This design comes from an exercise in tuning for small area on the open sky130 flow, not from production work. The RTL was checked by simulation tests, not by an equivalence proof against the original design.

==> nickel <==
## Brick_Escape
module Brick_Escape
	(
		CLOCK_50,
		rst,
		KEY,
		SW,
		HEX0,
		HEX1,
		HEX2,
		HEX3,
		HEX4,
		HEX5,
		HEX6,
		HEX7,
		fb_x,
		fb_y,
		fb_colour
	);
	input			CLOCK_50;
	input			rst;
	input   [9:0]   SW;
	input   [3:0]   KEY;
	output  [7:0]   HEX0;
	output  [7:0]   HEX1;
	output  [7:0]   HEX2;
	output  [7:0]   HEX3;
	output  [7:0]   HEX4;
	output  [7:0]   HEX5;
	output  [7:0]   HEX6;
	output  [7:0]   HEX7;
	output  [6:0]   fb_x;
	output  [6:0]   fb_y;
	output  [2:0]   fb_colour;
	wire clk = CLOCK_50;
	wire resetn = ~SW[0];
	reg [9:0] rcnt;
	reg update;
	always @(posedge clk)
		if (rst) begin rcnt <= 10'd0; update <= 1'b0; end
		else begin rcnt <= rcnt + 1'b1; update <= (rcnt == 10'd1023); end
	reg [6:0] playerx, playery;
	reg collided, wonGame, clear_screen;
	always @(posedge clk)
		if (rst || collided || ~resetn || wonGame) begin
			playerx <= 7'd15;
			playery <= 7'd2;
		end else if (update) begin
			playerx <= playerx - {6'd0, ~KEY[3]} + {6'd0, ~KEY[0]};
			playery <= playery - {6'd0, ~KEY[2]} + {6'd0, ~KEY[1]};
		end
	wire [49:0] tri_all;
	EnemyPhase phase(clk, rst, update, resetn, tri_all);
	reg [6:0] enemyIterator;
	reg [6:0] collisionIterator;
	wire [6:0] enemyx, enemyy, collisionx, collisiony;
	EnemyRead rd_draw(enemyIterator, tri_all, enemyx, enemyy);
	EnemyRead rd_coll(collisionIterator, tri_all, collisionx, collisiony);
	wire [6:0] px = playerx, py = playery;
	wire on_path =
			((7'd11 <= px && px <= 7'd21) && (py <= 7'd40)) ||
			((7'd11 <= px && px <= 7'd36) && (7'd40 <= py && py <= 7'd42)) ||
  ...
==> flow/config.mk <==
export PLATFORM = sky130hd
export DESIGN_NAME = Brick_Escape
export DESIGN_NICKNAME = Brick_Escape
export VERILOG_FILES = /design/flow/design.v
export SDC_FILE = /design/flow/constraint.sdc
export NUM_CORES = 4
export LEC_CHECK = 0
export ABC_AREA = 1
export CAP_MARGIN = 40
export CORE_MARGIN = 2
export CORE_UTILIZATION = 75
export SLEW_MARGIN = 20
==> flow/constraint.sdc <==
create_clock -name core_clock -period 10.0 [get_ports {CLOCK_50}]
set_input_delay 2.0000 -clock core_clock [delete_from_list [all_inputs] [get_ports {CLOCK_50}]]
set_output_delay 2.0000 -clock core_clock [all_outputs]
set_load 0.01 [all_outputs]
standard.sh (not shown) runs the stock make flow with config.mk's settings and CLKGATE_MAP_FILE= SYNTH_SCRIPT=/design/flow/synth_recipe.tcl, a recipe that flattens the netlist after the stock synthesis.
==> flow/flow/run.sh <==
#!/bin/bash
# Own flow: the standard ORFS flow (standard.sh), with two changes to synthesis only:
#  - ABC maps the combinational logic with flow/abc_area.script (deep AIG synthesis, then
#    area-oriented mapping) instead of ORFS's abc_area.script;
#  - no full/half-adder extraction (ADDER_MAP_FILE empty), so ABC sees the adders as logic.
# Registers are untouched: Yosys creates and names them before ABC runs.
set -euo pipefail
rm -rf scripts_local
cp -r "$FLOW_HOME/scripts" scripts_local
cp flow/abc_area.script scripts_local/abc_area.script
export SCRIPTS_DIR="$PWD/scripts_local"
bash standard.sh ADDER_MAP_FILE= finish > flow_make.log 2>&1
==> flow/flow/abc_area.script <==
strash
&get -n
&fraig -x
&put
scorr
dc2
strash
&get -n
&deepsyn -T 180
&put
&get -n
&dch -f
&nf
&put
==> harbor: changes against nickel <==
==> flow/flow/run.sh (replaced) <==
#!/bin/bash
bash standard.sh > standard.log 2>&1
- CORE_UTILIZATION: 75 -> 40
removed: flow/flow/abc_area.script
==> raven: changes against nickel <==
- CORE_UTILIZATION: 75 -> 60
==> flow_summary.toml <==
[status]
status = "complete, no violations"

[synthesis]
synth_cells = 1852
synth_fa_ha_area_share_pct = 0.156

[power_and_ir_drop]
combPwrFrac_pct = 8.4

[timing]
fin_crit_ns = 7.70

[setup_path]
rr_worst_depth = 22

[global_route]
grt_pass1_wl_mm = 64.7
# the run above: raven

==> flow_summary.toml <==
[status]
status = "complete, no violations"

[synthesis]
synth_fa_ha_area_share_pct = 9.78
synth_cells = 3592

[power_and_ir_drop]
combPwrFrac_pct = 13.6

[timing]
fin_crit_ns = 6.28

[global_route]
grt_pass1_wl_mm = 104

[setup_path]
rr_worst_depth = 35
# the run above: harbor

==> flow_summary.toml <==
[layout]
finish.utilization_pct = 87.2

[status]
status = "complete, no violations"

[synthesis]
synth_fa_ha_area_share_pct = 0.156
synth_cells = 1852

[power_and_ir_drop]
combPwrFrac_pct = 8.2

[global_route]
grt_pass1_wl_mm = 66.8

[setup_path]
rr_worst_depth = 22

[timing]
fin_crit_ns = 7.58

[worst_hold_path]
hold_class = "flop to flop"
# the run above: nickel


==> inputs of ember <==
Another version of the RTL of Brick_Escape (not shown whole).
Settings: LEC_CHECK=0, ABC_AREA=1, CAP_MARGIN=40, CORE_MARGIN=2, CORE_UTILIZATION=60, GPL_TIMING_DRIVEN=0, SLEW_MARGIN=20; clock period 10.0 ns.
==> flow/flow/run.sh <==
#!/bin/bash
# Own flow: the standard ORFS flow (standard.sh), with these changes:
#  - synthesis: ABC maps the combinational logic with flow/abc_area.script (deep AIG
#    synthesis, then mapping with the delay target relaxed, for area) instead of ORFS's abc_area.script, and without
#    the full/half-adder extraction (ADDER_MAP_FILE empty), so ABC sees adders as logic.
#    The deep synthesis is randomised: it runs with four seeds at once (the main run in
#    standard.sh's folder, three more in side folders) and the smallest netlist is kept.
#    Registers are untouched: Yosys creates and names them before ABC runs.
#  - every port still gets its buffer, but the smallest one (buf_1);
#  - clock tree from clkbuf_8 cells, without dummy loads.
set -euo pipefail
here=$PWD
mk_scripts() {  # mk_scripts DIR SEED
  rm -rf "$1"; cp -r "$FLOW_HOME/scripts" "$1"
  sed "s/@SEED@/$2/" flow/abc_area.script > "$1/abc_area.script"
}
mk_scripts scripts_s1 1
mk_scripts scripts_s2 2
mk_scripts scripts_s3 3
mk_scripts scripts_s4 4
# side synthesis runs: standard.sh's make command with another WORK_HOME
for s in 2 3 4; do
  mkdir -p side_s$s
  grep '^make ' standard.sh | sed -e "s#WORK_HOME=[^ ]*#WORK_HOME=$here/side_s$s/orfs#" \
    -e 's#"${@:-finish}"#ADDER_MAP_FILE= synth#' > side_s$s/synth.sh
  ( export SCRIPTS_DIR="$here/scripts_s$s"; bash side_s$s/synth.sh > side_s$s/synth_make.log 2>&1 ) &
done
SCRIPTS_DIR="$here/scripts_s1" bash standard.sh ADDER_MAP_FILE= synth > synth_make_s1.log 2>&1
wait
res=orfs/results/sky130hd/Brick_Escape/base
rep=orfs/reports/sky130hd/Brick_Escape/base
area() { grep "Chip area" "$1" | awk '{print $NF}'; }
best=1; best_a=$(area $rep/synth_stat.txt)
for s in 2 3 4; do
  f=side_s$s/$rep/synth_stat.txt
  if [[ -f side_s$s/$res/1_2_yosys.v && -f $f ]]; then
    a=$(area $f)
    if awk -v a="$a" -v b="$best_a" 'BEGIN{exit !(a < b)}'; then best=$s; best_a=$a; fi
  fi
done
echo "synthesis areas: s1 $(area $rep/synth_stat.txt) s2 $(area side_s2/$rep/synth_stat.txt 2>/dev/null) s3 $(area side_s3/$rep/synth_stat.txt 2>/dev/null) s4 $(area side_s4/$rep/synth_stat.txt 2>/dev/null); kept s$best" > synth_choice.log
if [[ $best != 1 ]]; then
  cp side_s$best/$res/1_2_yosys.v $res/1_2_yosys.v
  cp side_s$best/$rep/synth_stat.txt $rep/synth_stat.txt
  rm -f $res/1_synth.odb $res/1_synth.v
fi
SCRIPTS_DIR="$here/scripts_s1" bash standard.sh ADDER_MAP_FILE= \
  "BUFFER_PORTS_ARGS=-buffer_cell sky130_fd_sc_hd__buf_1" \
  "CTS_ARGS=-sink_clustering_enable -repair_clock_nets -dont_use_dummy_load -buf_list sky130_fd_sc_hd__clkbuf_8" \
  finish > flow_make.log 2>&1
==> flow/flow/abc_area.script <==
strash
&get -n
&fraig -x
&put
scorr
dc2
strash
&get -n
&deepsyn -T 300 -S @SEED@
&put
&get -n
&dch
&nf -R 1000
&put
==> inputs of xenon, as changes to ember <==
--- a/flow/flow/run.sh
+++ b/flow/flow/run.sh
@@ -4,6 +4,6 @@
 #    synthesis, then mapping with the delay target relaxed, for area) instead of ORFS's abc_area.script, and without
 #    the full/half-adder extraction (ADDER_MAP_FILE empty), so ABC sees adders as logic.
-#    The deep synthesis is randomised: it runs with four seeds at once (the main run in
-#    standard.sh's folder, three more in side folders) and the smallest netlist is kept.
+#    The deep synthesis is randomised: it runs with three seeds at once (the main run in
+#    standard.sh's folder, two more in side folders) and the smallest netlist is kept.
 #    Registers are untouched: Yosys creates and names them before ABC runs.
 #  - every port still gets its buffer, but the smallest one (buf_1);
@@ -18,7 +18,6 @@
 mk_scripts scripts_s2 2
 mk_scripts scripts_s3 3
-mk_scripts scripts_s4 4
 # side synthesis runs: standard.sh's make command with another WORK_HOME
-for s in 2 3 4; do
+for s in 2 3; do
   mkdir -p side_s$s
   grep '^make ' standard.sh | sed -e "s#WORK_HOME=[^ ]*#WORK_HOME=$here/side_s$s/orfs#" \
@@ -32,5 +31,5 @@
 area() { grep "Chip area" "$1" | awk '{print $NF}'; }
 best=1; best_a=$(area $rep/synth_stat.txt)
-for s in 2 3 4; do
+for s in 2 3; do
   f=side_s$s/$rep/synth_stat.txt
   if [[ -f side_s$s/$res/1_2_yosys.v && -f $f ]]; then
@@ -39,5 +38,5 @@
   fi
 done
-echo "synthesis areas: s1 $(area $rep/synth_stat.txt) s2 $(area side_s2/$rep/synth_stat.txt 2>/dev/null) s3 $(area side_s3/$rep/synth_stat.txt 2>/dev/null) s4 $(area side_s4/$rep/synth_stat.txt 2>/dev/null); kept s$best" > synth_choice.log
+echo "synthesis areas: s1 $(area $rep/synth_stat.txt) s2 $(area side_s2/$rep/synth_stat.txt 2>/dev/null) s3 $(area side_s3/$rep/synth_stat.txt 2>/dev/null); kept s$best" > synth_choice.log
 if [[ $best != 1 ]]; then
   cp side_s$best/$res/1_2_yosys.v $res/1_2_yosys.v
==> flow/flow/abc_area.script (replaced) <==
strash
&get -n
&fraig -x
&put
scorr
dc2
strash
&get -n
&deepsyn -T 240 -S @SEED@
&put
&get -n
&dch
&nf -R 1000
&put
--- a/flow/config.mk
+++ b/flow/config.mk
@@ -10,4 +10,3 @@
 export CORE_MARGIN = 2
 export CORE_UTILIZATION = 60
-export GPL_TIMING_DRIVEN = 0
 export SLEW_MARGIN = 20
==> impl_metrics.tcl <==
set metrics [dict create \
    status "timing/DRC/antenna clean" \
    clock_latency_ns 0.47 \
    switchingPower_mw 0.315 \
    leakagePower_nw 4.63 \
    worstSetupPathDepth 31 \
    fin_crit_sh_pct 77.5 \
    wl_per_cell_um 17.4 \
    slew_headroom_pct 39.4 \
    required_ns 10.33 \
    via_per_inst 6.49 \
    combinationalPower_mw 0.138 \
    pre_cts_ws_ns 2.47 \
    timing.rr.start "enemyIterator[5]" \
    internal_power_mw 0.892 \
]
The numbers above come from xenon.

==> impl_metrics.tcl <==
set metrics [dict create \
    clock_latency_ns 0.48 \
    leakagePower_nw 4.69 \
    switchingPower_mw 0.313 \
    status "timing/DRC/antenna clean" \
    via_per_inst 6.47 \
    timing.rr.start "enemyIterator[2]" \
    use_met2_pct 53.7 \
    fin_crit_sh_pct 84.4 \
    pre_cts_ws_ns 1.91 \
    internal_power_mw 0.896 \
    tightestPinTransition_ns 0.881 \
    combinationalPower_mw 0.142 \
]
The numbers above come from ember.

[re-timing with driven ports]
The results above use ideal ports. As a check the final layouts listed here were re-extracted and re-timed, cells and wires unchanged.
Step 1 (the two cells are an assumption about what drives the block):
set clk [get_ports {CLOCK_50}]
set_driving_cell -lib_cell sky130_fd_sc_hd__clkbuf_16 $clk
set_driving_cell -lib_cell sky130_fd_sc_hd__buf_2 [delete_from_list [all_inputs] $clk]
Step 2, shift: input delay + t, output delay - t, t = (earliest + latest rising clock arrival at the registers) / 2. This alone moves slack from input paths to output paths.
Three values: ideal, step 1, step 2; two values: the first two.
run | t, ns | setup WS [ns] | pins driven straight from the clock port
nickel | 0.483 | 2.424 / 2.424 / 2.424 | 1
harbor | 0.548 | 3.720 / 3.720 / 3.720 | 1
raven | 0.488 | 2.296 / 2.296 / 2.296 | 1
ember | 0.502 | 1.564 / 1.564 / 1.564 | 1
xenon | 0.496 | 2.251 / 2.251 / 2.251 | 1
After both steps every run listed still meets setup and hold.
